Source: an optimization exercise on an open RTL-to-GDS flow (aim: small area). Production flows keep margins and buffers that such runs may drop.
The RTL was checked by simulation tests, not by an equivalence proof against the original design.
No activity file was given, so power comes from the tool's default toggle rates.

==> flow/design.v <==
module CPU (
	input  logic        clk, rst,
	input  logic [31:0] Instr,
	input  logic [31:0] ReadData,
	output logic [31:0] WriteData,
	output logic        MemWrite,
	output logic [31:0] PC,
	output logic [31:0] ALUResult,
	output logic [31:0] Result
);
	logic        started;
	logic [3:0]  flags;             
	logic [31:0] rf [0:14];         
	logic [3:0] cond, rn, rd, rm;
	logic [1:0] op;
	logic [5:0] funct;
	assign cond  = Instr[31:28];
	assign op    = Instr[27:26];
	assign funct = Instr[25:20];
	assign rn    = Instr[19:16];
	assign rd    = Instr[15:12];
	assign rm    = Instr[3:0];
	logic fV, fC, fN, fZ, condex;
	assign {fV, fC, fN, fZ} = flags;
	always_comb begin
		case (cond)
			4'b0000: condex = fZ;
			4'b0001: condex = ~fZ;
			4'b0010: condex = fC;
			4'b0011: condex = ~fC;
			4'b0100: condex = fN;
			4'b0101: condex = ~fN;
			4'b0110: condex = fV;
			4'b0111: condex = ~fV;
			4'b1000: condex = ~fZ & fC;
			4'b1001: condex = fZ | ~fC;
			4'b1010: condex = ~(fN ^ fV);
			4'b1011: condex = fN ^ fV;
			4'b1100: condex = ~fZ & ~(fN ^ fV);
			4'b1101: condex = fZ | (fN ^ fV);
			4'b1110: condex = 1'b1;
			default: condex = 1'b0;
		endcase
	end
	logic is_dp, is_ls, is_br;
	logic c_add, c_sub, c_and, c_orr, c_cmp;
	logic do_sub, do_log;
	logic regw, memw, memtoreg, alusrc, str;
	logic fw_vc, fw_nz;
	assign is_dp = (op == 2'b00);
	assign is_ls = (op == 2'b01);
	assign is_br = (op == 2'b10);
	assign c_add = (funct[4:1] == 4'b0100);
	assign c_sub = (funct[4:1] == 4'b0010);
	assign c_and = (funct[4:1] == 4'b0000);
	assign c_orr = (funct[4:1] == 4'b1100);
	assign c_cmp = (funct[4:1] == 4'b1010);
	assign do_sub   = is_dp & (c_sub | c_cmp);
	assign do_log   = is_dp & (c_and | c_orr);
	assign str      = is_ls & ~funct[0];
	assign regw     = is_dp | (is_ls & funct[0]);
	assign memw     = str;
	assign memtoreg = is_ls & funct[0];
	assign alusrc   = (is_dp & funct[5]) | is_ls | is_br;
	assign fw_vc    = is_dp & ((funct[0] & (c_add | c_sub | c_and | c_orr)) | c_cmp);
	assign fw_nz    = is_dp & ((funct[0] & (c_add | c_sub)) | c_cmp);
	logic [31:0] pc8;
	logic [31:3] inc;
	logic [32:3] ic;
	always_comb begin
		ic[3] = 1'b1;
		for (int i = 3; i < 32; i++) begin
			inc[i]  = PC[i] ^ ic[i];
			ic[i+1] = PC[i] & ic[i];
		end
	end
	assign pc8 = {inc, PC[2:0]};
	logic [3:0]  ra1, ra2;
	logic [31:0] rd1, rd2;
	assign ra1 = is_br ? 4'd15 : rn;
	assign ra2 = str ? rd : rm;
	logic [15:0] sel1, sel2;
	always_comb begin
		for (int i = 0; i < 16; i++) begin
			sel1[i] = (ra1 == i[3:0]);
			sel2[i] = (ra2 == i[3:0]);
		end
	end
	logic [31:0] q1 [0:5];
	logic [31:0] q2 [0:5];
	always_comb begin
		for (int k = 0; k < 5; k++) begin
			q1[k] = ~(({32{sel1[3*k]}} & rf[3*k]) | ({32{sel1[3*k+1]}} & rf[3*k+1]) | ({32{sel1[3*k+2]}} & rf[3*k+2]));
			q2[k] = ~(({32{sel2[3*k]}} & rf[3*k]) | ({32{sel2[3*k+1]}} & rf[3*k+1]) | ({32{sel2[3*k+2]}} & rf[3*k+2]));
		end
		q1[5] = ~({32{sel1[15]}} & pc8);
		q2[5] = ~({32{sel2[15]}} & pc8);
	end
	assign rd1 = ~(q1[0] & q1[1] & q1[2] & q1[3] & q1[4] & q1[5]);
	assign rd2 = ~(q2[0] & q2[1] & q2[2] & q2[3] & q2[4] & q2[5]);
	assign WriteData = rd2;
	logic [31:0] imm, srcb, bx, sum, alu;
	logic        cout, v_add;
	always_comb begin
		if (is_br)      imm = {{6{Instr[23]}}, Instr[23:0], 2'b00};
		else if (is_ls) imm = {20'd0, Instr[11:0]};
		else            imm = {24'd0, Instr[7:0]};
	end
	assign srcb = alusrc ? imm : rd2;
	assign bx   = srcb ^ {32{do_sub}};
	localparam int K = 4;
	logic [32:0] c;
	logic [31:0] p, g;
	assign p = rd1 ^ bx;
	assign g = rd1 & bx;
	always_comb begin
		c[0] = do_sub;
		for (int i = 0; i < K; i++) begin
			sum[i]  = rd1[i] ^ bx[i] ^ c[i];
			c[i+1]  = (rd1[i] & bx[i]) | (rd1[i] & c[i]) | (bx[i] & c[i]);
		end
		for (int i = K; i < 32; i += 2) begin
			sum[i]   = p[i] ^ c[i];
			sum[i+1] = p[i+1] ^ (g[i] | (p[i] & c[i]));
			c[i+1]   = g[i] | (p[i] & c[i]);
			c[i+2]   = g[i+1] | (p[i+1] & g[i]) | (p[i+1] & p[i] & c[i]);
		end
	end
	assign cout = c[32];
	assign v_add = (rd1[31] == bx[31]) & (sum[31] != rd1[31]);
	logic s_sum, s_and, s_orr;
	assign s_sum = ~rst & ~do_log;
	assign s_and = ~rst & do_log & ~funct[4];
	assign s_orr = ~rst & do_log & funct[4];
	assign alu = ({32{s_sum}} & sum) | ({32{s_and}} & (rd1 & srcb)) | ({32{s_orr}} & (rd1 | srcb));
	assign ALUResult = alu;
	logic nV, nC, nN, nZ;
	assign nZ = (alu == 32'd0);
	assign nN = alu[31];
	assign nC = ~do_log & (cout ^ do_sub);
	assign nV = ~do_log & v_add;
	logic pcsrc, regwrite;
	assign Result   = (memtoreg & ~rst) ? ReadData : alu;
	assign MemWrite = memw & condex;
	assign regwrite = regw & condex;
	assign pcsrc    = (((rd == 4'd15) & regw & ~(is_dp & c_cmp)) | is_br) & condex;
	logic go, s_res, s_seq;
	assign go    = started & ~rst;
	assign s_res = go & pcsrc;
	assign s_seq = go & ~pcsrc;
	always_ff @(posedge clk) begin
		started <= ~rst;
		PC[31:3] <= ({29{s_res}} & Result[31:3]) | ({29{s_seq & PC[2]}} & inc) | ({29{s_seq & ~PC[2]}} & PC[31:3]);
		PC[2:0]  <= ({3{s_res}} & Result[2:0]) | ({3{s_seq}} & {~PC[2], PC[1:0]});
	end
	always_ff @(posedge clk) begin
		if (rst) flags <= 4'd0;
		else begin
			if (fw_vc & condex) flags[3:2] <= {nV, nC};
			if (fw_nz & condex) flags[1:0] <= {nN, nZ};
		end
	end
	logic [31:0] wd;
	assign wd = Result;    
	always_ff @(posedge clk) begin
		for (int i = 0; i < 15; i++)
			if (rst | (regwrite & (rd == i[3:0])))
				rf[i] <= wd;
	end
endmodule
clock: 20.0 ns
lec_check: 0
cap_margin: 10
core_margin: 2
core_utilization: 50
place_density: 0.65
slew_margin: 10
standard.sh (not shown) runs the stock make flow with config.mk's settings and CLKGATE_MAP_FILE= SYNTH_SCRIPT=/design/flow/synth_recipe.tcl, a recipe that flattens the netlist after the stock synthesis.
==> flow/flow/run.sh <==
#!/bin/bash
# Own layout flow: the standard ORFS flow (standard.sh) with
#  - an area-oriented ABC mapping script (no buffering or gate upsizing in ABC),
#  - minimum-size port buffers,
#  - a clock tree without dummy loads and with larger sink clusters,
set -euo pipefail
W=$PWD
rm -rf "$W/scripts_own"
cp -r "$FLOW_HOME/scripts" "$W/scripts_own"
cp "$W/flow/abc.script" "$W/scripts_own/abc_speed.script"
bash "$W/standard.sh" \
  SCRIPTS_DIR="$W/scripts_own" \
  BUFFER_PORTS_ARGS="-buffer_cell sky130_fd_sc_hd__buf_1" \
  CTS_ARGS="-sink_clustering_enable -repair_clock_nets -dont_use_dummy_load -buf_list {sky130_fd_sc_hd__clkbuf_4 sky130_fd_sc_hd__clkbuf_8} -sink_clustering_size 14 -sink_clustering_max_diameter 60" \
  finish > "$W/orfs_make.log" 2>&1
==> flow/flow/abc.script <==
&get -n
&st
&dch -f
&nf -p -R 1000 -F 8 -A 8
&put
&get -n
&st
&dch -f
&nf -p -R 1000
&put
topo
The baseline finished clean.
Next try:
CAP_MARGIN = 0   (was 10)
CORE_UTILIZATION = 35   (was 50)
CTS_BUF_LIST = sky130_fd_sc_hd__clkbuf_4 sky130_fd_sc_hd__clkbuf_8   (was not set)
PLACE_DENSITY = 0.5   (was 0.65)
SLEW_MARGIN = 0   (was 10)
Result:
- sequential power hardly moves
- power goes up by about 1%
- cell area rises by 1.9%
Next try:
CAP_MARGIN = 10   (was 0)
CORE_UTILIZATION = 58   (was 35)
CTS_BUF_LIST = not set   (was sky130_fd_sc_hd__clkbuf_4 sky130_fd_sc_hd__clkbuf_8)
PLACE_DENSITY = 0.72   (was 0.5)
SLEW_MARGIN = 10   (was 0)
After rerunning:
- final area is lower by a few percent
- maximum frequency is about the same
- worst setup slack got worse by 0.018 ns
- synthesized area does not change
- routed wire length is lower by roughly a tenth
- clock power is lower by a few percent
Next try:
--- a/flow/flow/run.sh
+++ b/flow/flow/run.sh
@@ -14 +14 @@
-  CTS_ARGS="-sink_clustering_enable -repair_clock_nets -dont_use_dummy_load -buf_list {sky130_fd_sc_hd__clkbuf_4 sky130_fd_sc_hd__clkbuf_8} -sink_clustering_size 14 -sink_clustering_max_diameter 60" \
+  CTS_ARGS="-sink_clustering_enable -repair_clock_nets -dont_use_dummy_load -buf_list {sky130_fd_sc_hd__clkbuf_4 sky130_fd_sc_hd__clkbuf_8} -sink_clustering_size 17 -sink_clustering_max_diameter 80" \
==> flow/flow/abc.script (replaced) <==
&get -n
&st
&dch -f
&nf -p -R 1000 -F 8 -A 8 -E 50
&put
&get -n
&st
&dch -f
&nf -p -R 1000 -E 50
&put
topo
After rerunning: Clock-buffer cell count decreases by 11. Total power decreases by a few percent. Register-to-register slack improved by 1.3 ns. Sequential cell count is unchanged.
Next try:
--- a/flow/flow/run.sh
+++ b/flow/flow/run.sh
@@ -14 +14 @@
-  CTS_ARGS="-sink_clustering_enable -repair_clock_nets -dont_use_dummy_load -buf_list {sky130_fd_sc_hd__clkbuf_4 sky130_fd_sc_hd__clkbuf_8} -sink_clustering_size 17 -sink_clustering_max_diameter 80" \
+  CTS_ARGS="-sink_clustering_enable -repair_clock_nets -dont_use_dummy_load -buf_list {sky130_fd_sc_hd__clkbuf_4 sky130_fd_sc_hd__clkbuf_8} -sink_clustering_size 16 -sink_clustering_max_diameter 65" \
==> flow/flow/abc.script (replaced) <==
&get -n
&st
&dch -f
&nf -p -R 1000 -F 8 -A 8 -E 100
&put
&get -n
&st
&dch -f
&nf -p -R 1000 -E 100
&put
topo
First-iteration DRC count increases by 14%; worst setup slack gets worse by 0.061 ns; die area barely changes; wire length increases by 3.6%; global-route usage increases by 1.5 points; final area increases by 0.50%; count of clock-buffer cells in the layout increases by 7; final cell count stays flat; power increases by 1.7%; hold slack gets worse by 0.0057 ns.

-- re-timing with driven ports --
Ports are ideal in the flow. The routed layouts listed here were re-timed in OpenROAD. Step 1, drivers: a clkbuf_16 drives clk and a buf_2 each remaining input, both assumed. Step 2 times the ports against the registers' clock, not the clock port: input delays grow and output delays shrink by t, the midpoint of the rising clock arrivals with the driver on. Slacks: ideal / step 1 / step 2; pairs: ideal / step 1.
| run | t, ns | slack for setup (ns) | worst hold slack (ns) | worst setup path after step 2 |
|---|---|---|---|---|
| the first run | 0.703 | 0.798 / 0.776 / 0.776 | 0.454 / 0.454 / 0.454 | input to output |
| the second run | 0.715 | 1.085 / 1.057 / 1.057 | 0.462 / 0.462 / 0.462 | input to output |
| the third run | 0.701 | 1.067 / 0.978 / 0.978 | 0.463 / 0.463 / 0.463 | input to output |
| the fourth run | 0.704 | 1.064 / 1.037 / 1.037 | 0.520 / 0.520 / 0.520 | input to output |
| the fifth run | 0.689 | 1.002 / 0.971 / 0.971 | 0.514 / 0.514 / 0.514 | input to output |
After both steps setup and hold are still met in every run listed. The setup slack of the third run, which loses most, moves by -0.089 ns with the drivers and by -0.089 ns with both steps.
